Context: an optimization exercise on an open-source flow, tuned for small area and a short achievable clock period. The choices shown serve that exercise and are no tape-out recipe.
No functional check of the RTL was part of any run shown here.

==> flow/design.v (outline; a module is shown in full before it is edited, if it fits) <==
// module hb_filter: 2328 lines
module hb_filter(input logic clk,
                 input logic reset_n,
                 input logic signed [15:0] x_in,
                 output logic signed [15:0] y_out);
  // ...
==> flow/flow/run.sh <==
#!/bin/bash
# Standard layout; synthesis skips Yosys's early "abc -fast" so that the full-adder
# trees written in the RTL reach extract_fa unchanged.
set -euo pipefail
bash standard.sh SYNTH_ARGS=-noabc finish > standard.log 2>&1
==> flow/standard.sh <==
#!/bin/bash
# synth_recipe.tcl (not shown) runs the flow's synth.tcl, then flattens the netlist and writes it again
# the make line also repeats each setting of config.mk as NAME=value (left out here)
make -C /OpenROAD-flow-scripts/flow DESIGN_CONFIG=/design/flow/config.mk WORK_HOME=/design/flow/orfs CLKGATE_MAP_FILE= SYNTH_SCRIPT=/design/flow/synth_recipe.tcl "${@:-finish}"
==> flow/config.mk <==
export PLATFORM = sky130hd
export DESIGN_NAME = hb_filter
export DESIGN_NICKNAME = hb_filter
export VERILOG_FILES = /design/flow/design.v
export SDC_FILE = /design/flow/constraint.sdc
export NUM_CORES = 4
export LEC_CHECK = 0
export CAP_MARGIN = 20
export CORE_MARGIN = 2
export CORE_UTILIZATION = 40
export SLEW_MARGIN = 20
==> flow/constraint.sdc <==
create_clock -name core_clock -period 16.0 [get_ports {clk}]
set_input_delay 3.2000 -clock core_clock [delete_from_list [all_inputs] [get_ports {clk}]]
set_output_delay 3.2000 -clock core_clock [all_outputs]
set_load 0.01 [all_outputs]
==> key figures, run 1 <==
Yosys
  • Mapped Cells: approximately 2.4k
  • Post-synthesis sequential area ratio: 0.4525
  • Area leader, netlist: dfrtp_1
  • Post-synthesis simple-gate area fraction: 0.02393
  • Synthesized area: between 0.03 and 0.04 mm^2

Setup path
  • Worst Setup Path Type: in2async
  • WP data required: between 15000 and 20000 ps
  • Reg-to-reg endpoint: r0_18_1$_DFF_PN1_

Cells and area
  • Share of cells above drive strength 1: 0.07610
  • Post-layout util: 0.4540

Global route
  • GR Layer Usage met1: 0.2772

Die
  • Io pins: 34
  • Chip width: between 200 and 300 um

Clocking
  • Post-CTS sizing: 0
  • Number of setup buffers added after CTS: 0
  • Clock transition at path regs: 60 ps
  • Clock sink total: 641

Timing
  • Final Setup Violations: 0
  • Max-slew violations: 0

Placement
  • IO Port Bufs: 33
  • Worst slack at placement: roughly 9600 ps

Run status
  • Outcome: timing/DRC/antenna clean

Worst hold path
  • Hold Crit Depth: 0

Detailed routing
  • Post-DR vias/cell: 4.872
==> inputs of run 2 (changes only) <==
==> flow/flow/run.sh (replaced) <==
#!/bin/bash
# Standard layout; synthesis skips Yosys's early "abc -fast" so that the full-adder
# trees written in the RTL reach extract_fa unchanged; repair aims at a large setup margin.
set -euo pipefail
bash standard.sh SYNTH_ARGS=-noabc SETUP_SLACK_MARGIN=11 finish > standard.log 2>&1
==> run 2 against run 1 <==
Against the previous run:
- still clean
- via count is essentially flat
- non-clock buffer count is the same
- highest routed layer unchanged
==> key figures, run 2 <==
Run status
  • Outcome: timing/DRC/antenna clean

Cells and area
  • Nets: ~3.2k
  • Share of cells above drive strength 1: 0.07610 (unchanged)
  • Area Growth Syn to Fin: 12.42%
  • Max reg flops: 400
  • Design area: 0.03874 mm^2
  • Largest reg by FF count: taps
  • Post-layout util: 0.4543 (about the same)
  • Commonest non-fill, non-tap cells in the layout: fa_1, dfrtp_1, inv_1
  • Most common library cell in the layout ignoring fill and taps: fa_1
  • Antenna diodes: 0

Clocking
  • CTS Hold Bufs: 0
  • CTS tree: built
  • Worst skew pair latency: between 600 and 700 ps
  • Clock transition at path regs: 60 ps (about the same)
  • Post-CTS sizing: 6 (+6)
  • Root Buffer: clkbuf_16
  • CTS Buf Count: slightly below 70
  • Clock sink total: 641 (unchanged)
  • CTS HTree Levels: 3
  • Clock Tree Buf Depth: 3
  • Number of setup buffers added after CTS: 0 (unchanged)

Worst hold path
  • Hold Path Class: reg2reg
  • Hold Path Origin: taps[16][14]$_DFF_PN0_

Setup path
  • Critical path endpoint: y_out[12]
  • Worst setup SP type: register
  • WP buf/inv: 1
  • Critical Path Start: y_out[12]$_DFF_PN0_
  • Worst Setup Path Type: reg2out
  • Reg2Reg Depth: 10
  • Crit. End Element: output port
  • Crit path max-delay family: buffers and inverters
  • Critical path depth: 1
  • CP arrival: between 1000 and 1500 ps
  • Worst path cell trace: clkdlybuf4s50_1
  • Crit-path max cell delay: 530 ps
  • R2R Setup Slk: roughly 11000 ps
  • CP max-delay cell: clkdlybuf4s50_1
  • WP data required: 12800 ps (-3800 ps)
  • Reg-to-reg startpoint: u0_4[6]$_DFF_P_
  • CP max FO: 1
  • Reg-to-reg endpoint: r0_18_1$_DFF_PN1_

Timing
  • Worst-Margin Slew: roughly 910 ps
  • RSZ-0062 raised after global routing: no
  • Setup TNS: 0 ps
  • Final Cycle Share: 0.2919
  • Achievable clock frequency: 214.1 MHz
  • Clock Skews: 50.22 ps
  • Final Setup Violations: 0 (unchanged)
  • Hold slack: approximately 340 ps
  • Max-slew violations: 0 (unchanged)
  • Hold Vio Cnt, Final: 0
  • Post-layout min period: around 4700 ps
  • Max transition margin: 0.3947

Global route
  • GRT Overall Usage: 0.1991
  • First-pass GRT wire length: 129000 um
  • Gr ovfl total: 0
  • Antenna violations before repair: 7
  • Number of global-route vias before repair: roughly 20k
  • Largest net degree at the start of global routing: 136

Yosys
  • Average size of a mapped cell: ~15 um^2
  • Ys async rst share: 0.8409
  • Synth warn: 2
  • Mapped Cells: 2363 (unchanged)
  • Synthesized area: 0.03446 mm^2 (unchanged)
  • Synth Flop Type: dfrtp_1
  • Number of flops mapped to enable cells by yosys: 0
  • Area leader, netlist: dfrtp_1
  • Post-synth top cells: fa_1, dfrtp_1, inv_1
  • Post-synthesis sequential area ratio: 0.4525 (unchanged)
  • Synth cell types: 66
  • Largest cells by area after synthesis: dfrtp_1, fa_1, ha_1, dfxtp_1, inv_1
  • Count leader, synth: fa_1
  • Yosys reg bits: ~640
  • Post-synthesis net count: 3144
  • Synth top area share: 0.3536

Die
  • Io pins: 34 (unchanged)
  • Die area: 0.08852 mm^2
  • Vert. Die Dim: 297.5 um
  • Rows: 107
  • Core area: ~0.085 mm^2
  • Initial core utilization: 0.4041
  • Chip width: 297.5 um (unchanged)

Job
  • Max-Cap Viols: 0

Detailed routing
  • Post-route ant nets: 0
  • Vias: 17.87k
  • WL/cell: 22.92 um
  • WL final: about 84000 um
  • Post-route DRC: 0
  • Pre-Repair DR Iteration Count: 7
  • Post-DR vias/cell: 4.873 (about the same)
  • Iter 0 DRT Violations: 1120

Placement
  • Dpl hpwl: 68350 um
  • Area after DPL: roughly 0.036 mm^2
  • GPL Wtd Cong: 0.9202
  • IO Port Bufs: 33 (unchanged)
[run 2: cell counts after synthesis]
No cell type changed its count.
[run 2: cell type report]
class / count / area [um^2]
clock buffer: 97 / 1952
clock inverter: 31 / 518.0
fill: 7471 / 46540
inverter: 412 / 1546
multi-input combinational: 1301 / 17280
sequential: 641 / 15600
tap: 1144 / 1431
timing repair buffer: 41 / 425.4
[run 2: worst min path at each step]
stage,to,slack (ps),cells after the start
6_report,taps[17][14]$_DFF_PN0_,340,0
5_1_grt,taps[17][15]$_DFF_PN0_,350,0
4_1_cts,taps[21][12]$_DFF_PN0_,340,0
3_5_place_dp,taps[15][15]$_DFF_PN0_,330,0
3_3_place_gp,taps[24][3]$_DFF_PN0_,330,0
2_1_floorplan,taps[11][0]$_DFF_PN0_,330,0
[run 2: per-stage QoR]
stage               std cells  setup WS (ps)
floorplan                2363          11850
global placement         3539           9655
finish                   3667          11330
global route             3667          11030
detailed placement       3539           9562
CTS                      3667          11170
[run 2: worst reg2reg max path, delay by kind of cell (launching register included)]
family	cells	cell delay (ps)
buf+inv	3	140
fa+ha+maj	7	3590
flops	1	840
[run 2: cell families after synthesis]
| group | share of synthesized area |
|---|---|
| adder cells (fa/ha/maj) | 0.3962 |
| flip-flops | 0.4525 |
| buffers and inverters | 0.04640 |
| AO/OA/AOI/OAI | 0.05566 |
| AND/OR/NAND/NOR | 0.02393 |
| XOR/XNOR | 0.02440 |
| multiplexers | 0.0009077 |
[run 2: per-layer routing]
metal / share of wire / vias to the layer above / GRT usage
li1: - / 7699 / -
met1: 0.45 / 9689 / 0.2771
met4: 0.019 / 0 / 0.04774
met2: 0.48 / 379 / 0.3262
met3: 0.051 / 104 / 0.03506
met5: 0 / - / 0
==> inputs of run 3 (changes only) <==
==> flow/flow/run.sh (replaced) <==
#!/bin/bash
# Standard layout; synthesis skips Yosys's early "abc -fast" so that the full-adder
# trees written in the RTL reach extract_fa unchanged; repair aims at a large setup margin.
set -euo pipefail
bash standard.sh SYNTH_ARGS=-noabc SETUP_SLACK_MARGIN=12 finish > standard.log 2>&1
==> run 3 against run 2 <==
Against the previous run:
- still clean
- clock-buffer cell count increased by 10
- sequential share of layout area decreased by 0.77 points
- synthesized cell count unchanged
- global-route usage increased by 0.17 points
- setup slack improved by 320 ps
- first-iteration DRC count increased by 1.3%
- via count increased by 1.4%
- critical endpoint is now r0_13_1$_DFF_PN1_
- highest routed layer is now met5
==> key figures, run 3 <==
Run status
  • Outcome: timing/DRC/antenna clean

Clocking
  • Worst skew pair latency: 620 ps (-20 ps)
  • CTS tree: built
  • Clock sink total: 641 (unchanged)
  • Clock transition at path regs: 60 ps (about the same)
  • CTS Buf Count: 72 (+4.3%)
  • Clock Tree Buf Depth: 3 (unchanged)
  • Root Buffer: clkbuf_16
  • CTS HTree Levels: 3 (unchanged)

Detailed routing
  • WL final: 85270 um (+1.4%)
  • Post-DR vias/cell: 4.818 (-1.1%)
  • Post-route DRC: 0 (unchanged)
  • WL/cell: 22.67 um (-1.1%)
  • Vias: 18.12k (+1.4%)
  • Post-route ant nets: 0 (unchanged)
  • Pre-Repair DR Iteration Count: 5 (-2)
  • Iter 0 DRT Violations: 1134 (+1.3%)

Setup path
  • CP arrival: 4900 ps (+3430 ps)
  • WP data required: 16550 ps (+3750 ps)
  • Crit. End Element: register
  • Reg-to-reg endpoint: r0_13_1$_DFF_PN1_
  • Worst path cell trace: fa_2 -> fa_1 -> fa_1 -> inv_2 -> fa_2 -> inv_2 -> fa_2 -> inv_2 -> fa_2 -> inv_2 -> fa_2 -> inv_1
  • WP buf/inv: 5 (+4)
  • R2R Setup Slk: 11650 ps (+290 ps)
  • Reg2Reg Depth: 12 (+2)
  • Worst Setup Path Type: reg2reg
  • Crit-path max cell delay: 580 ps (+50 ps)
  • CP max FO: 3 (+2)
  • CP max-delay cell: fa_2
  • Worst setup SP type: register
  • Critical path depth: 12 (+11)
  • Reg-to-reg startpoint: taps[24][9]$_DFF_PN0_
  • Crit path max-delay family: adder cells
  • Top cell by count, worst path: fa_2

Cells and area
  • Share of cells above drive strength 1: 0.2002 (+0.1241)
  • Post-layout util: 0.4713 (+0.01696)
  • Area Growth Syn to Fin: 16.62%
  • # fillers: 7396 (-1.0%)
  • Nets: 3340 (+2.9%)
  • Commonest non-fill, non-tap cells in the layout: fa_1, dfrtp_1, inv_1
  • Register area: 0.01587 mm^2 (+1.7%)
  • Largest reg by FF count: taps
  • Multi-input gate area: 0.01770 mm^2 (+2.5%)
  • Most common library cell in the layout ignoring fill and taps: fa_1
  • Max reg flops: 400 (unchanged)

Die
  • Rows: 107 (unchanged)
  • Chip width: 297.5 um (unchanged)
  • Vert. Die Dim: 297.5 um (unchanged)
  • Initial core utilization: 0.4041 (unchanged)
  • Core area: 0.08528 mm^2 (unchanged)
  • Io pins: 34 (unchanged)
  • Die area: 0.08852 mm^2 (unchanged)

Yosys
  • Average size of a mapped cell: 14.58 um^2 (unchanged)
  • Number of flops mapped to enable cells by yosys: 0 (unchanged)
  • Synth warn: 2 (unchanged)
  • Yosys reg bits: 641 (unchanged)
  • Count leader, synth: fa_1
  • Area leader, netlist: dfrtp_1
  • Synthesized area: 0.03446 mm^2 (unchanged)
  • Synth Flop Type: dfrtp_1
  • Post-synthesis net count: 3144 (unchanged)
  • Largest cells by area after synthesis: dfrtp_1, fa_1, ha_1, dfxtp_1, inv_1
  • Post-synth top cells: fa_1, dfrtp_1, inv_1
  • Mapped Cells: 2363 (unchanged)
  • Post-synthesis sequential area ratio: 0.4525 (unchanged)
  • Synth cell types: 66 (unchanged)
  • Synth top area share: 0.3536 (unchanged)
  • Ys async rst share: 0.8409 (unchanged)

Timing
  • Clock Skews: 24.08 ps (-26.13 ps)
  • RSZ-0062 raised after global routing: yes
  • Achievable clock frequency: 230.1 MHz (+7.5%)
  • Worst-Margin Slew: 788.7 ps (-119.3 ps)
  • Max-slew violations: 0 (unchanged)
  • Hold Vio Cnt, Final: 0 (unchanged)
  • Final Cycle Share: 0.2716 (-0.02031)
  • Max transition margin: 0.4684 (+0.07378)
  • Post-layout min period: 4345 ps (-324.9 ps)
  • Setup TNS: 0 ps (unchanged)
  • Final Setup Violations: 0 (unchanged)

Placement
  • GPL Wtd Cong: 0.9100 (-1.1%)
  • Dpl hpwl: 67090 um (-1.8%)
  • IO Port Bufs: 33 (unchanged)

Job
  • Max-Cap Viols: 0 (unchanged)

Global route
  • Antenna violations before repair: 3 (-4)
  • Largest net degree at the start of global routing: 95 (-30%)
  • Gr ovfl total: 0 (unchanged)
  • First-pass GRT wire length: 129800 um (+0.56%)
  • Number of global-route vias before repair: 20.70k (+1.3%)
  • GRT Overall Usage: 0.2008 (+0.001693)

Worst hold path
  • Hold Path Origin: taps[18][7]$_DFF_PN0_
  • Hold Crit Depth: 0 (unchanged)
  • Worst Hold End: taps[19][7]$_DFF_PN0_
  • Hold Path Class: reg2reg
-- run 3: cell counts after synthesis --
Identical to the previous run, type by type.
-- run 3: cell families (layout without fill, tap and decap cells) --
| family | count (synthesis) | count (layout) | synth area share |
|---|---|---|---|
| other | 0 | 1 | 0 |
| buffers and inverters | 421 | 675 | 0.04640 |
| and+or+nand+nor | 157 | 157 | 0.02393 |
| DFF | 641 | 641 | 0.4525 |
| xor gates and xnor gates | 96 | 96 | 0.02440 |
| AOI/OAI and AO/OA | 282 | 282 | 0.05566 |
| adders and majority gates | 763 | 763 | 0.3962 |
| muxes | 3 | 3 | 0.0009077 |
-- run 3: final cells by class --
| type | instances | share of cell area |
|---|---|---|
| antenna | 1 | 0.00006226 |
| clock buffer | 107 | 0.05361 |
| clock inverter | 25 | 0.007783 |
| inverter | 412 | 0.03848 |
| multi-input combinational | 1301 | 0.4405 |
| sequential | 641 | 0.3948 |
| tap | 1144 | 0.03562 |
| timing repair buffer | 131 | 0.02917 |
-- run 3: worst register-to-register path, cell delays in order, from the launching register on --
cell and delay [ps]:
dfrtp_2 470, fa_2 590, fa_1 430, fa_1 510, inv_2 40, fa_2 520
inv_2 40, fa_2 520, inv_2 50, fa_2 530, inv_2 40, fa_2 510
inv_1 40
-- run 3: what timing repair did --
action | 4_1_cts | 5_1_grt
resized for setup | 254 | 92
buffers inserted | 58 | 34
hold buffers | 0 | 0
cloned | 1 | 0
pin swaps | 51 | 57
endpoints found under the setup margin | 443 | 130
-- run 3: worst max-delay path by stage --
stage                     startpoint                     to
3_5_place_dp                 reset_n  taps[17][1]$_DFF_PN0_
5_1_grt        taps[24][9]$_DFF_PN0_      r0_13_1$_DFF_PN1_
3_3_place_gp                 reset_n  taps[17][0]$_DFF_PN0_
4_1_cts          y_out[12]$_DFF_PN0_              y_out[12]
2_1_floorplan  taps[24][9]$_DFF_PN0_      r0_13_1$_DFF_PN1_
6_report       taps[24][9]$_DFF_PN0_      r0_13_1$_DFF_PN1_
-- run 3: stage by stage --
stage | setup slack (ps) | instance area, um^2 | cells | hold slack [ps]
3_3_place_gp | 10500 | 36270 | 3536 | 331.2
4_1_cts | 11620 | 39600 | 3727 | 338.0
3_5_place_dp | 10430 | 36280 | 3536 | 334.7
5_1_grt | 11570 | 40190 | 3761 | 349.2
2_1_floorplan | 11990 | 34510 | 2363 | 331.1
6_report | 11650 | 40190 | 3762 | 338.8
-- run 3: routing by layer --
metal / routed length (um) / GRT usage / part of all wire
met3: 5644 / 0.05412 / 0.066
met4: 2905 / 0.06229 / 0.034
met1: 37110 / 0.2699 / 0.44
met5: 12 / 0 / 0.00014
met2: 39600 / 0.3191 / 0.46
==> inputs of run 4 (changes only) <==
==> flow/flow/run.sh (replaced) <==
#!/bin/bash
# Standard layout; synthesis skips Yosys's early "abc -fast" so that the full-adder
# trees written in the RTL reach extract_fa unchanged; repair aims at a large setup margin.
set -euo pipefail
bash standard.sh SYNTH_ARGS=-noabc SETUP_SLACK_MARGIN=12 CTS_CLUSTER_SIZE=30 CTS_CLUSTER_DIAMETER=100 finish > standard.log 2>&1
==> run 4 against run 3 <==
Against the previous run:
- still clean on timing, DRC and antenna
- cell count down 1.8%
- first-iteration DRC count down 2.6%
- utilization down 1.6 points
- maximum frequency down 0.47%
- die area unchanged
- wire length down 1.4%
- synthesized area unchanged
- sequential cell count unchanged
- synthesized cell count unchanged
- design area down 3.5%
- setup slack worse by 21 ps
==> key figures, run 4 <==
Yosys
  • Yosys reg bits: 641 (unchanged)
  • Area leader, netlist: dfrtp_1
  • Synthesized area: 0.03446 mm^2 (unchanged)
  • Mapped Cells: 2363 (unchanged)
  • Average size of a mapped cell: 14.58 um^2 (unchanged)
  • Number of flops mapped to enable cells by yosys: 0 (unchanged)
  • Synth warn: 2 (unchanged)
  • Post-synthesis sequential area ratio: 0.4525 (unchanged)
  • Synth Flop Type: dfrtp_1
  • Largest cells by area after synthesis: dfrtp_1, fa_1, ha_1, dfxtp_1, inv_1
  • Synth cell types: 66 (unchanged)
  • Ys async rst share: 0.8409 (unchanged)
  • Count leader, synth: fa_1
  • Post-synth top cells: fa_1, dfrtp_1, inv_1
  • Synth top area share: 0.3536 (unchanged)
  • Post-synthesis net count: 3144 (unchanged)

Job
  • Max-Cap Viols: 0 (unchanged)

Setup path
  • Worst path cell trace: buf_2
  • Worst setup SP type: register
  • Reg-to-reg endpoint: r0_13_1$_DFF_PN1_
  • Crit-path max cell delay: 400 ps (-180 ps)
  • CP max-delay cell: dfrtp_1
  • Crit path max-delay family: flip-flops
  • Reg-to-reg startpoint: taps[24][9]$_DFF_PN0_
  • Worst Setup Path Type: reg2out
  • WP buf/inv: 1 (-4)
  • CP arrival: 1170 ps (-3730 ps)
  • Crit. End Element: output port
  • Reg2Reg Depth: 12 (unchanged)
  • WP data required: 12800 ps (-3750 ps)
  • CP max FO: 1 (-2)
  • R2R Setup Slk: 11630 ps (-20 ps)

Detailed routing
  • Pre-Repair DR Iteration Count: 5 (unchanged)
  • Post-DR vias/cell: 4.819 (about the same)
  • Iter 0 DRT Violations: 1104 (-2.6%)
  • WL final: 84050 um (-1.4%)
  • WL/cell: 22.74 um (+0.34%)
  • Post-route ant nets: 0 (unchanged)
  • Post-route DRC: 0 (unchanged)
  • Vias: 17.81k (-1.7%)

Timing
  • Max-slew violations: 0 (unchanged)
  • Final Cycle Share: 0.2729 (+0.001287)
  • Post-layout min period: 4366 ps (+20.60 ps)
  • Final Setup Violations: 0 (unchanged)
  • Hold Vio Cnt, Final: 0 (unchanged)
  • Clock Skews: 59.99 ps (+35.90 ps)
  • Worst-Margin Slew: 750.9 ps (-37.84 ps)
  • RSZ-0062 raised after global routing: yes
  • Setup TNS: 0 ps (unchanged)
  • Achievable clock frequency: 229.1 MHz (-0.47%)
  • Max transition margin: 0.4940 (+0.02550)

Cells and area
  • Commonest non-fill, non-tap cells in the layout: fa_1, dfrtp_1, inv_1
  • Non-filler instance count after layout: 3696 (-1.8%)
  • Share of cells above drive strength 1: 0.1827 (-0.01756)
  • Nets: 3309 (-0.93%)
  • Largest reg by FF count: taps
  • Max reg flops: 400 (unchanged)
  • Area Growth Syn to Fin: 12.56%
  • Most common library cell in the layout ignoring fill and taps: fa_1

Die
  • Rows: 107 (unchanged)
  • Chip width: 297.5 um (unchanged)
  • Io pins: 34 (unchanged)
  • Die area: 0.08852 mm^2 (unchanged)
  • Initial core utilization: 0.4041 (unchanged)
  • Vert. Die Dim: 297.5 um (unchanged)
  • Core area: 0.08528 mm^2 (unchanged)

Global route
  • First-pass GRT wire length: 128100 um (-1.3%)
  • Antenna violations before repair: 5 (+2)
  • GRT Overall Usage: 0.1965 (-0.004323)
  • Number of global-route vias before repair: 20.28k (-2.1%)
  • Largest net degree at the start of global routing: 95 (unchanged)
  • Gr ovfl total: 0 (unchanged)

Placement
  • Total instance count after detailed placement: 3536 (unchanged)
  • GPL Wtd Cong: 0.9100 (unchanged)
  • IO Port Bufs: 33 (unchanged)
  • Dpl hpwl: 67090 um (unchanged)

Clocking
  • Root Buffer: clkbuf_16
  • Clock transition at path regs: 110 ps (+50 ps)
  • CTS tree: built
  • Clock sink total: 641 (unchanged)
  • Clock Tree Buf Depth: 3 (unchanged)
  • Worst skew pair latency: 650 ps (+30 ps)
  • CTS HTree Levels: 1 (-2)
  • CTS Hold Bufs: 0 (unchanged)
  • CTS Buf Count: 29 (-60%)

Worst hold path
  • Hold Crit Depth: 0 (unchanged)
  • Worst Hold End: taps[3][2]$_DFF_PN0_
  • Hold Path Class: reg2reg
  • Hold Path Origin: taps[2][2]$_DFF_PN0_

Run status
  • Outcome: timing/DRC/antenna clean
run 4: area by class of cell:
cell class / instances / area, um^2
diodes: 1 / 2.502
clock buffers: 40 / 767.0
clock inverters: 14 / 217.7
fillers: 7545 / 46490
inverters: 412 / 1546
multi-input cells: 1301 / 17690
flip-flops and latches: 641 / 15870
well taps: 1144 / 1431
repair buffers: 143 / 1262
run 4: cell families after synthesis:
logic type	share of synthesized area
multiplexers	0.0009077
buffers and inverters	0.04640
flip-flops	0.4525
AND/OR/NAND/NOR	0.02393
XOR/XNOR	0.02440
AO/OA/AOI/OAI	0.05566
adder cells (fa/ha/maj)	0.3962
run 4: metrics by stage:
step | util | area, um^2 | hold slack, ps | worst slack (ps)
2_1_floorplan | - | 34510 | 331.1 | 11990
3_3_place_gp | 0.4253 | 36270 | 331.2 | 10500
3_5_place_dp | 0.4254 | 36280 | 334.7 | 10430
4_1_cts | 0.4488 | 38270 | 342.0 | 11580
5_1_grt | 0.4548 | 38790 | 353.0 | 11550
6_report | 0.4549 | 38790 | 340.2 | 11630
run 4: layer usage:
metal,GRT usage,part of all wire
met5,0,0.00014
met4,0.05219,0.032
met3,0.04170,0.059
met2,0.3161,0.46
met1,0.2719,0.44
run 4: how the worst max path moves through the flow:
stage	cells after the start	startpoint	to	slack, ps
6_report	1	y_out[12]$_DFF_PN0_	y_out[12]	11630
3_3_place_gp	3	reset_n	taps[17][0]$_DFF_PN0_	10500
5_1_grt	12	taps[24][9]$_DFF_PN0_	r0_13_1$_DFF_PN1_	11550
3_5_place_dp	3	reset_n	taps[17][1]$_DFF_PN0_	10430
2_1_floorplan	12	taps[24][9]$_DFF_PN0_	r0_13_1$_DFF_PN1_	11990
4_1_cts	1	y_out[12]$_DFF_PN0_	y_out[12]	11580
run 4: what timing repair did:
action / CTS / global route
gates resized for setup: 281 / 66
setup buffers: 66 / 38
setup endpoints to repair: 417 / 129
cloned: 1 / 0
pin swaps: 59 / 56

-- what the ideal ports hide --
The flow's constraints put no driver on any port. The routed layouts listed below were extracted and timed again, unchanged, in two steps.
Step 1 assumes that a clkbuf_16 drives the clock port and a buf_2 every other input.
Step 2, shift: input delay + t, output delay - t, t = (earliest + latest rising clock arrival at the registers) / 2. This alone moves slack from input paths to output paths.
a / b / c = ideal / step 1 / step 2; a / b = the first two.
run	shift t [ns]	slack for setup (ns)	worst setup path after step 2
run 1	0.684	10.405 / 10.433 / 9.749	input, reset recovery
run 2	0.683	11.330 / 11.259 / 10.707	input, reset recovery
run 3	0.677	11.655 / 11.614 / 11.565	input, reset recovery
run 4	0.685	11.634 / 11.569 / 11.534	input, reset recovery
After both steps every run listed still meets setup and hold. The setup slack of run 1, which loses most, moves by +0.028 ns with the drivers and by -0.656 ns with both steps. The worst setup slack also covers recovery checks on asynchronous resets.
